Background: an optimization exercise with open tools, aiming at small area. Do not read the settings as production practice.
In this exercise RTL edits were held to simulation tests only and were not proved equivalent to the original.
The flow treats the clock pin as an ideal source. Dropping or thinning the clock tree relies on that and would not hold on a real chip.
Power is estimated from default activity; no workload was simulated.

Design shuzizhong, start of the top module:
module shuzizhong(
    input wire clk1,         
    input wire reset,        
    input wire ah1,          
    input wire am1,          
    input wire alarm1,       
    input wire en,           
    input wire naozhong,     
    output wire [0:6] shi,       
    output wire [0:6] ge,        
    output wire [0:6] min_shi,   
    output wire [0:6] min_ge,    
    output wire [0:6] sec_shi,   
    output wire [0:6] sec_ge,    
    output wire daodian,     
    output wire audio        
);
For scale: about 440 cells after synthesis, about 75 flip-flops, about 51 I/O pins, roughly 3600 sq um of cells after synthesis.
clock: 25.0 ns
lec_check: 0
cap_margin: 20
core_margin: 2
core_utilization: 70
slew_margin: 20
standard.sh (not shown) runs the stock make flow with config.mk's settings and CLKGATE_MAP_FILE= SYNTH_SCRIPT=/design/flow/synth_recipe.tcl, a recipe that flattens the netlist after the stock synthesis.
==> flow/flow/run.sh <==
#!/bin/bash
# Layout flow: the standard ORFS flow (standard.sh) with three changes.
#  1. Synthesis runs with a copy of the ORFS scripts whose ABC script is flow/abc_area.script
#     (area-oriented mapping) and without the half/full adder extraction, so ABC maps the
#     adders' logic together with the rest. Registers are mapped as in the standard synthesis.
#  2. Ports are buffered with sky130_fd_sc_hd__buf_1.
#  3. Clock tree of sky130_fd_sc_hd__clkbuf_4 without dummy loads; flow/post_cts.tcl swaps
#     the buffers that drive more than 10 sinks for sky130_fd_sc_hd__clkbuf_8.
# Each step's full log is kept by ORFS under orfs/logs/; make's output goes to *.log here.
set -euo pipefail
HERE=$(pwd)
FLOWDIR=$(cd "$(dirname "${BASH_SOURCE[0]}")" && pwd)

rm -rf "$HERE/scripts_mod"
cp -r "$FLOW_HOME/scripts" "$HERE/scripts_mod"
cp "$FLOWDIR/abc_area.script" "$HERE/scripts_mod/abc_speed.script"

SCRIPTS_DIR="$HERE/scripts_mod" ADDER_MAP_FILE= bash standard.sh synth > "$HERE/synth_make.log" 2>&1

export BUFFER_PORTS_ARGS="-buffer_cell sky130_fd_sc_hd__buf_1"
export POST_CTS_TCL="$FLOWDIR/post_cts.tcl"
export CTS_ARGS="-sink_clustering_enable -repair_clock_nets -buf_list ${CTS_BUFS:-sky130_fd_sc_hd__clkbuf_4} -dont_use_dummy_load"
bash standard.sh > "$HERE/layout_make.log" 2>&1
==> flow/flow/abc_area.script <==
strash
ifraig
dc2
dch -f
amap
strash
dc2
dch -f
amap
topo
==> flow/flow/post_cts.tcl <==
# Sourced by ORFS's cts.tcl after clock tree synthesis (POST_CTS_TCL). The tree is built
# from sky130_fd_sc_hd__clkbuf_4; a buffer that drives more than 10 clock sinks is swapped
# for sky130_fd_sc_hd__clkbuf_8 so that every flip-flop clock pin keeps a sharp edge.
set upsized 0
foreach inst [[ord::get_db_block] getInsts] {
  if { [[$inst getMaster] getName] ne "sky130_fd_sc_hd__clkbuf_4" } { continue }
  set net [[$inst findITerm X] getNet]
  if { $net eq "NULL" } { continue }
  set sinks [expr { [llength [$net getITerms]] - 1 }]
  if { $sinks > 10 } {
    replace_cell [$inst getName] sky130_fd_sc_hd__clkbuf_8
    incr upsized
    puts "post_cts: [$inst getName] drives $sinks sinks, now sky130_fd_sc_hd__clkbuf_8"
  }
}
if { $upsized > 0 } {
  detailed_placement
  check_placement -verbose
}
Then changed:
Settings changed: CAP_MARGIN 20 to 0, GPL_TIMING_DRIVEN from default to 0, SLEW_MARGIN 20 to 0.
Wire length rose by a few percent.
Total power rose slightly.
Cell area rose slightly.
Via count rose slightly.

========
Setup of v6:
shuzizhong again, from the RTL that the note above started with.
export LEC_CHECK = 0
export CAP_MARGIN = 20
export CORE_MARGIN = 2
export CORE_UTILIZATION = 70
export SLEW_MARGIN = 20
create_clock -name core_clock -period 25.0 [get_ports {clk1}]
==> flow/flow/run.sh <==
#!/bin/bash
# Layout flow: the standard ORFS flow (standard.sh) with three changes.
#  1. Synthesis runs with a copy of the ORFS scripts whose ABC script is flow/abc_area.script
#     (area-oriented mapping) and without the half/full adder extraction, so ABC maps the
#     adders' logic together with the rest. Registers are mapped as in the standard synthesis.
#  2. Ports are buffered with sky130_fd_sc_hd__buf_1.
#  3. A two-level clock tree built by flow/pre_cts.tcl (a root and eight leaf
#     sky130_fd_sc_hd__clkbuf_4, each leaf
#     driving the flip-flops of one placement cluster) in place of TritonCTS.
# Each step's full log is kept by ORFS under orfs/logs/; make's output goes to *.log here.
set -euo pipefail
HERE=$(pwd)
FLOWDIR=$(cd "$(dirname "${BASH_SOURCE[0]}")" && pwd)

rm -rf "$HERE/scripts_mod"
cp -r "$FLOW_HOME/scripts" "$HERE/scripts_mod"
cp "$FLOWDIR/abc_area.script" "$HERE/scripts_mod/abc_speed.script"

SCRIPTS_DIR="$HERE/scripts_mod" ADDER_MAP_FILE= bash standard.sh synth > "$HERE/synth_make.log" 2>&1

export BUFFER_PORTS_ARGS="-buffer_cell sky130_fd_sc_hd__buf_1"
export PRE_CTS_TCL="$FLOWDIR/pre_cts.tcl"
bash standard.sh > "$HERE/layout_make.log" 2>&1
==> flow/flow/pre_cts.tcl <==
# Sourced by ORFS's cts.tcl before clock tree synthesis (PRE_CTS_TCL). Builds a two-level
# clock tree: the flip-flops are split into $ngroups groups of at most $cap by placement
# (k-means with a size cap), each group's clock pins are driven by one
# sky130_fd_sc_hd__clkbuf_4 at the group's centre, and those buffers are driven by one root
# sky130_fd_sc_hd__clkbuf_4, the only load of the clock port. TritonCTS is then skipped.
set ngroups 7
set cap 11
set bufmaster [[ord::get_db] findMaster sky130_fd_sc_hd__clkbuf_4]
set block [ord::get_db_block]
set clknet [[$block findBTerm clk1] getNet]

set sinks {}
foreach it [$clknet getITerms] {
  set inst [$it getInst]
  set box [$inst getBBox]
  set x [expr { ([$box xMin] + [$box xMax]) / 2 }]
  set y [expr { ([$box yMin] + [$box yMax]) / 2 }]
  lappend sinks [list $it $x $y]
}
set sinks [lsort -integer -index 1 $sinks]
set n [llength $sinks]

# k-means, started from the groups of an even split by x
set centres {}
for { set g 0 } { $g < $ngroups } { incr g } {
  set part [lrange $sinks [expr { $g * $n / $ngroups }] [expr { ($g + 1) * $n / $ngroups - 1 }]]
  set sx 0; set sy 0
  foreach s $part { set sx [expr { $sx + [lindex $s 1] }]; set sy [expr { $sy + [lindex $s 2] }] }
  lappend centres [list [expr { $sx / [llength $part] }] [expr { $sy / [llength $part] }]]
}
for { set iter 0 } { $iter < 20 } { incr iter } {
  # each sink goes to the nearest centre with room, sinks with the largest regret first
  set order {}
  set idx 0
  foreach s $sinks {
    set ds {}
    for { set g 0 } { $g < $ngroups } { incr g } {
      set c [lindex $centres $g]
      lappend ds [list $g [expr { abs([lindex $s 1] - [lindex $c 0]) + abs([lindex $s 2] - [lindex $c 1]) }]]
    }
    set ds [lsort -integer -index 1 $ds]
    lappend order [list $idx [expr { [lindex $ds 1 1] - [lindex $ds 0 1] }] $ds]
    incr idx
  }
  set order [lsort -integer -decreasing -index 1 $order]
  set count [lrepeat $ngroups 0]
  set assign [lrepeat $n 0]
  foreach o $order {
    foreach gd [lindex $o 2] {
      set g [lindex $gd 0]
      if { [lindex $count $g] < $cap } {
        lset assign [lindex $o 0] $g
        lset count $g [expr { [lindex $count $g] + 1 }]
        break
      }
    }
  }
  set newc {}
  for { set g 0 } { $g < $ngroups } { incr g } {
    set sx 0; set sy 0; set k 0
    foreach s $sinks a $assign {
      if { $a == $g } { set sx [expr { $sx + [lindex $s 1] }]; set sy [expr { $sy + [lindex $s 2] }]; incr k }
    }
    if { $k > 0 } { lappend newc [list [expr { $sx / $k }] [expr { $sy / $k }]] } else { lappend newc [lindex $centres $g] }
  }
  set centres $newc
}

set root [odb::dbInst_create $block $bufmaster "clkbuf_root"]
set rootnet [odb::dbNet_create $block "clknet_root"]
$rootnet setSigType CLOCK
[$root findITerm A] connect $clknet
[$root findITerm X] connect $rootnet
set rx 0; set ry 0
foreach c $centres { set rx [expr { $rx + [lindex $c 0] }]; set ry [expr { $ry + [lindex $c 1] }] }
$root setLocation [expr { $rx / $ngroups }] [expr { $ry / $ngroups }]
$root setPlacementStatus PLACED

for { set g 0 } { $g < $ngroups } { incr g } {
  set buf [odb::dbInst_create $block $bufmaster "clkbuf_leaf_$g"]
  set net [odb::dbNet_create $block "clknet_leaf_$g"]
  $net setSigType CLOCK
  [$buf findITerm A] connect $rootnet
  [$buf findITerm X] connect $net
  set k 0
  foreach s $sinks a $assign {
    if { $a == $g } {
      set it [lindex $s 0]
      $it disconnect
      $it connect $net
      incr k
    }
  }
  set c [lindex $centres $g]
  $buf setLocation [lindex $c 0] [lindex $c 1]
  $buf setPlacementStatus PLACED
  puts "pre_cts: clkbuf_leaf_$g drives $k clock pins, at $c"
}
global_connect
detailed_placement
set_propagated_clock [all_clocks]

proc clock_tree_synthesis { args } {
  puts "clock_tree_synthesis skipped: the clock tree was built by pre_cts.tcl"
}
Scripts as last shown in full above: flow/flow/abc_area.script
### v6 -> v7
-- flow/flow/pre_cts.tcl --
<<< v6, line 6
set ngroups 7
set cap 11
>>> v7, line 6
set ngroups 8
set cap 10
### Flow results
On cell area, v6 tracks v7 almost exactly. As far as number of antenna violations at the first check in global routing goes, v7 and v6 are indistinguishable; the numbers are identical. Sort v6 and v7 by portion of total power attributed to the clock network asc -> top: v6. Between v6 and v7, the setup slack of the critical path after layout figures differ only marginally. Summary of v7 over v6: detailed-routed wire length on met2 moved up, routed wire length moved up, register fraction of the total cell area level. The filler-free cell count of the finished design of v7 and that of v6 are within noise of each other.
No run of this note takes its clock network from TritonCTS; it comes from the design's own scripts or RTL.

========
run 1:
Another version of the RTL of shuzizhong (not shown whole).
Size: about 75 flip-flops.
clock: 25.0 ns
lec_check: 0
cap_margin: 20
core_margin: 2
core_utilization: 80
slew_margin: 20
==> flow/flow/run.sh <==
#!/bin/bash
# Layout flow: the standard ORFS flow (standard.sh) with three changes.
#  1. Synthesis runs with a copy of the ORFS scripts whose ABC script is flow/abc_area.script
#     (area-oriented mapping) and without the half/full adder extraction, so ABC maps the
#     adders' logic together with the rest. Registers are mapped as in the standard synthesis.
#  2. Ports are buffered with sky130_fd_sc_hd__buf_1.
#  3. A two-level clock tree built by flow/pre_cts.tcl (a clkbuf_2 root and eight leaf
#     sky130_fd_sc_hd__clkbuf_4, each leaf
#     driving the flip-flops of one placement cluster) in place of TritonCTS.
# Each step's full log is kept by ORFS under orfs/logs/; make's output goes to *.log here.
set -euo pipefail
HERE=$(pwd)
FLOWDIR=$(cd "$(dirname "${BASH_SOURCE[0]}")" && pwd)

rm -rf "$HERE/scripts_mod"
cp -r "$FLOW_HOME/scripts" "$HERE/scripts_mod"
cp "$FLOWDIR/abc_area.script" "$HERE/scripts_mod/abc_speed.script"

SCRIPTS_DIR="$HERE/scripts_mod" ADDER_MAP_FILE= bash standard.sh synth > "$HERE/synth_make.log" 2>&1

export BUFFER_PORTS_ARGS="-buffer_cell sky130_fd_sc_hd__buf_1"
export PRE_CTS_TCL="$FLOWDIR/pre_cts.tcl"
bash standard.sh > "$HERE/layout_make.log" 2>&1
==> flow/flow/pre_cts.tcl <==
# Sourced by ORFS's cts.tcl before clock tree synthesis (PRE_CTS_TCL). Builds a two-level
# clock tree: the flip-flops are split into $ngroups groups of at most $cap by placement
# (k-means with a size cap), each group's clock pins are driven by one
# sky130_fd_sc_hd__clkbuf_4 at the group's centre, and those buffers are driven by one root
# sky130_fd_sc_hd__clkbuf_2, the only load of the clock port. TritonCTS is then skipped.
set ngroups 7
set cap 11
set bufmaster [[ord::get_db] findMaster sky130_fd_sc_hd__clkbuf_4]
set rootmaster [[ord::get_db] findMaster sky130_fd_sc_hd__clkbuf_2]
set block [ord::get_db_block]
set clknet [[$block findBTerm clk1] getNet]

set sinks {}
foreach it [$clknet getITerms] {
  set inst [$it getInst]
  set box [$inst getBBox]
  set x [expr { ([$box xMin] + [$box xMax]) / 2 }]
  set y [expr { ([$box yMin] + [$box yMax]) / 2 }]
  lappend sinks [list $it $x $y]
}
set sinks [lsort -integer -index 1 $sinks]
set n [llength $sinks]

# k-means, started from the groups of an even split by x
set centres {}
for { set g 0 } { $g < $ngroups } { incr g } {
  set part [lrange $sinks [expr { $g * $n / $ngroups }] [expr { ($g + 1) * $n / $ngroups - 1 }]]
  set sx 0; set sy 0
  foreach s $part { set sx [expr { $sx + [lindex $s 1] }]; set sy [expr { $sy + [lindex $s 2] }] }
  lappend centres [list [expr { $sx / [llength $part] }] [expr { $sy / [llength $part] }]]
}
for { set iter 0 } { $iter < 20 } { incr iter } {
  # each sink goes to the nearest centre with room, sinks with the largest regret first
  set order {}
  set idx 0
  foreach s $sinks {
    set ds {}
    for { set g 0 } { $g < $ngroups } { incr g } {
      set c [lindex $centres $g]
      lappend ds [list $g [expr { abs([lindex $s 1] - [lindex $c 0]) + abs([lindex $s 2] - [lindex $c 1]) }]]
    }
    set ds [lsort -integer -index 1 $ds]
    lappend order [list $idx [expr { [lindex $ds 1 1] - [lindex $ds 0 1] }] $ds]
    incr idx
  }
  set order [lsort -integer -decreasing -index 1 $order]
  set count [lrepeat $ngroups 0]
  set assign [lrepeat $n 0]
  foreach o $order {
    foreach gd [lindex $o 2] {
      set g [lindex $gd 0]
      if { [lindex $count $g] < $cap } {
        lset assign [lindex $o 0] $g
        lset count $g [expr { [lindex $count $g] + 1 }]
        break
      }
    }
  }
  set newc {}
  for { set g 0 } { $g < $ngroups } { incr g } {
    set sx 0; set sy 0; set k 0
    foreach s $sinks a $assign {
      if { $a == $g } { set sx [expr { $sx + [lindex $s 1] }]; set sy [expr { $sy + [lindex $s 2] }]; incr k }
    }
    if { $k > 0 } { lappend newc [list [expr { $sx / $k }] [expr { $sy / $k }]] } else { lappend newc [lindex $centres $g] }
  }
  set centres $newc
}

set root [odb::dbInst_create $block $rootmaster "clkbuf_root"]
set rootnet [odb::dbNet_create $block "clknet_root"]
$rootnet setSigType CLOCK
[$root findITerm A] connect $clknet
[$root findITerm X] connect $rootnet
set rx 0; set ry 0
foreach c $centres { set rx [expr { $rx + [lindex $c 0] }]; set ry [expr { $ry + [lindex $c 1] }] }
$root setLocation [expr { $rx / $ngroups }] [expr { $ry / $ngroups }]
$root setPlacementStatus PLACED

for { set g 0 } { $g < $ngroups } { incr g } {
  set buf [odb::dbInst_create $block $bufmaster "clkbuf_leaf_$g"]
  set net [odb::dbNet_create $block "clknet_leaf_$g"]
  $net setSigType CLOCK
  [$buf findITerm A] connect $rootnet
  [$buf findITerm X] connect $net
  set k 0
  foreach s $sinks a $assign {
    if { $a == $g } {
      set it [lindex $s 0]
      $it disconnect
      $it connect $net
      incr k
    }
  }
  set c [lindex $centres $g]
  $buf setLocation [lindex $c 0] [lindex $c 1]
  $buf setPlacementStatus PLACED
  puts "pre_cts: clkbuf_leaf_$g drives $k clock pins, at $c"
}
global_connect
detailed_placement
set_propagated_clock [all_clocks]

proc clock_tree_synthesis { args } {
  puts "clock_tree_synthesis skipped: the clock tree was built by pre_cts.tcl"
}
Scripts as last shown in full above: flow/flow/abc_area.script
Here is what was changed in the inputs of run 2 compared with run 1.
- swapping 80 for 85 in CORE_UTILIZATION
diff --git a/flow/flow/run.sh b/flow/flow/run.sh
--- a/flow/flow/run.sh
+++ b/flow/flow/run.sh
@@ -7 +7 @@
-#  3. A two-level clock tree built by flow/pre_cts.tcl (a clkbuf_2 root and eight leaf
+#  3. A two-level clock tree built by flow/pre_cts.tcl (a clkbuf_2 root and seven leaf
==> comparison <==
- Run 2: it failed during global placement without I/O (3_1_place_gp_skip_io), and the tool reported GPL-0301.
- Diff run 1 -> run 2: number of library cell types mapped by synthesis saw little to no change; synthesized cell count saw little to no change; number of enable-type register cells in the synthesized netlist saw little to no change.
- Sort run 2 and run 1 by number of standard-cell rows in the floorplan, descending, and run 1 comes first.
- Run 2 against run 1; horizontal extent of the die is down by a few percent.
- Run 2 ends up with higher initial core utilization than run 1 does.
- Run 2 against run 1; vertical extent of the die is down by a few percent.
The following lists how run 3 was set up differently from run 2:
- swapping 85 for 70 in CORE_UTILIZATION
diff --git a/flow/flow/run.sh b/flow/flow/run.sh
--- a/flow/flow/run.sh
+++ b/flow/flow/run.sh
@@ -7 +7 @@
-#  3. A two-level clock tree built by flow/pre_cts.tcl (a clkbuf_2 root and seven leaf
+#  3. A two-level clock tree built by flow/pre_cts.tcl (a root and eight leaf
diff --git a/flow/flow/pre_cts.tcl b/flow/flow/pre_cts.tcl
--- a/flow/flow/pre_cts.tcl
+++ b/flow/flow/pre_cts.tcl
@@ -5,3 +5,3 @@
-# sky130_fd_sc_hd__clkbuf_2, the only load of the clock port. TritonCTS is then skipped.
-set ngroups 7
-set cap 11
+# sky130_fd_sc_hd__clkbuf_4, the only load of the clock port. TritonCTS is then skipped.
+set ngroups 8
+set cap 10
@@ -9 +8,0 @@
-set rootmaster [[ord::get_db] findMaster sky130_fd_sc_hd__clkbuf_2]
@@ -70 +69 @@
-set root [odb::dbInst_create $block $rootmaster "clkbuf_root"]
+set root [odb::dbInst_create $block $bufmaster "clkbuf_root"]
==> run summary <==
- Run 3: full flow OK, the timing, DRC and antenna checks passed
- Between run 2 and run 3, the synthesized area does not differ in any meaningful way.
- From run 3 to run 2, compound-gate portion of the synthesized area did not move at all.
- Comparing run 2 against run 3, there is no change at all in mean post-synth cell area.
- Compared with run 2, in run 3 async set or reset register ratio after synthesis shows no meaningful change, row count shows an increase of 3.
- Diff run 2 -> run 3: number of instances in the synthesized netlist shows no meaningful change, fraction of the mapped netlist area in simple logic gates shows no meaningful change.
- Run 3 vs run 2 on effective utilization at floorplan: run 3 is the lower one.
- Per the comparison of run 3 with run 2, die outline height +9.6%, die outline width +9.6%.
The clock cells of run 1 and run 3 come from the design's own scripts or RTL, not from TritonCTS.

-- afterwards: timing with drivers on the ports --
How much do the figures lean on ideal ports? The routed layouts below were timed once more, with nothing changed but the port constraints.
Step 1 (the two cells are an assumption about what drives the block):
set clk [get_ports {clk1}]
set_driving_cell -lib_cell sky130_fd_sc_hd__clkbuf_16 $clk
set_driving_cell -lib_cell sky130_fd_sc_hd__buf_2 [delete_from_list [all_inputs] $clk]
Step 2 times the ports against the registers' clock, not the clock port: input delays grow and output delays shrink by t, the midpoint of the rising clock arrivals with the driver on.
Three values: no drivers, after step 1, after step 2; two values: the first two.
run | shift t [ns] | setup slack, ns | worst setup path after step 2 | cell pins on the clock port's net
the first run of note 1 | 0.416 | 12.419 / 12.388 / 12.388 | input to output | 1
the second run of note 1 | 0.426 | 12.343 / 12.308 / 12.308 | input to output | 1
v6 | 0.414 | 12.427 / 12.397 / 12.397 | input to output | 1
v7 | 0.428 | 12.428 / 12.398 / 12.398 | input to output | 1
run 1 | 0.513 | 12.292 / 12.261 / 12.261 | input to output | 1
run 3 | 0.441 | 12.946 / 12.922 / 12.922 | input to output | 1
After both steps setup and hold are still met in every run listed. For the second run of note 1, which loses most, drivers alone change the setup slack by -0.035 ns; drivers and shift together by -0.035 ns.
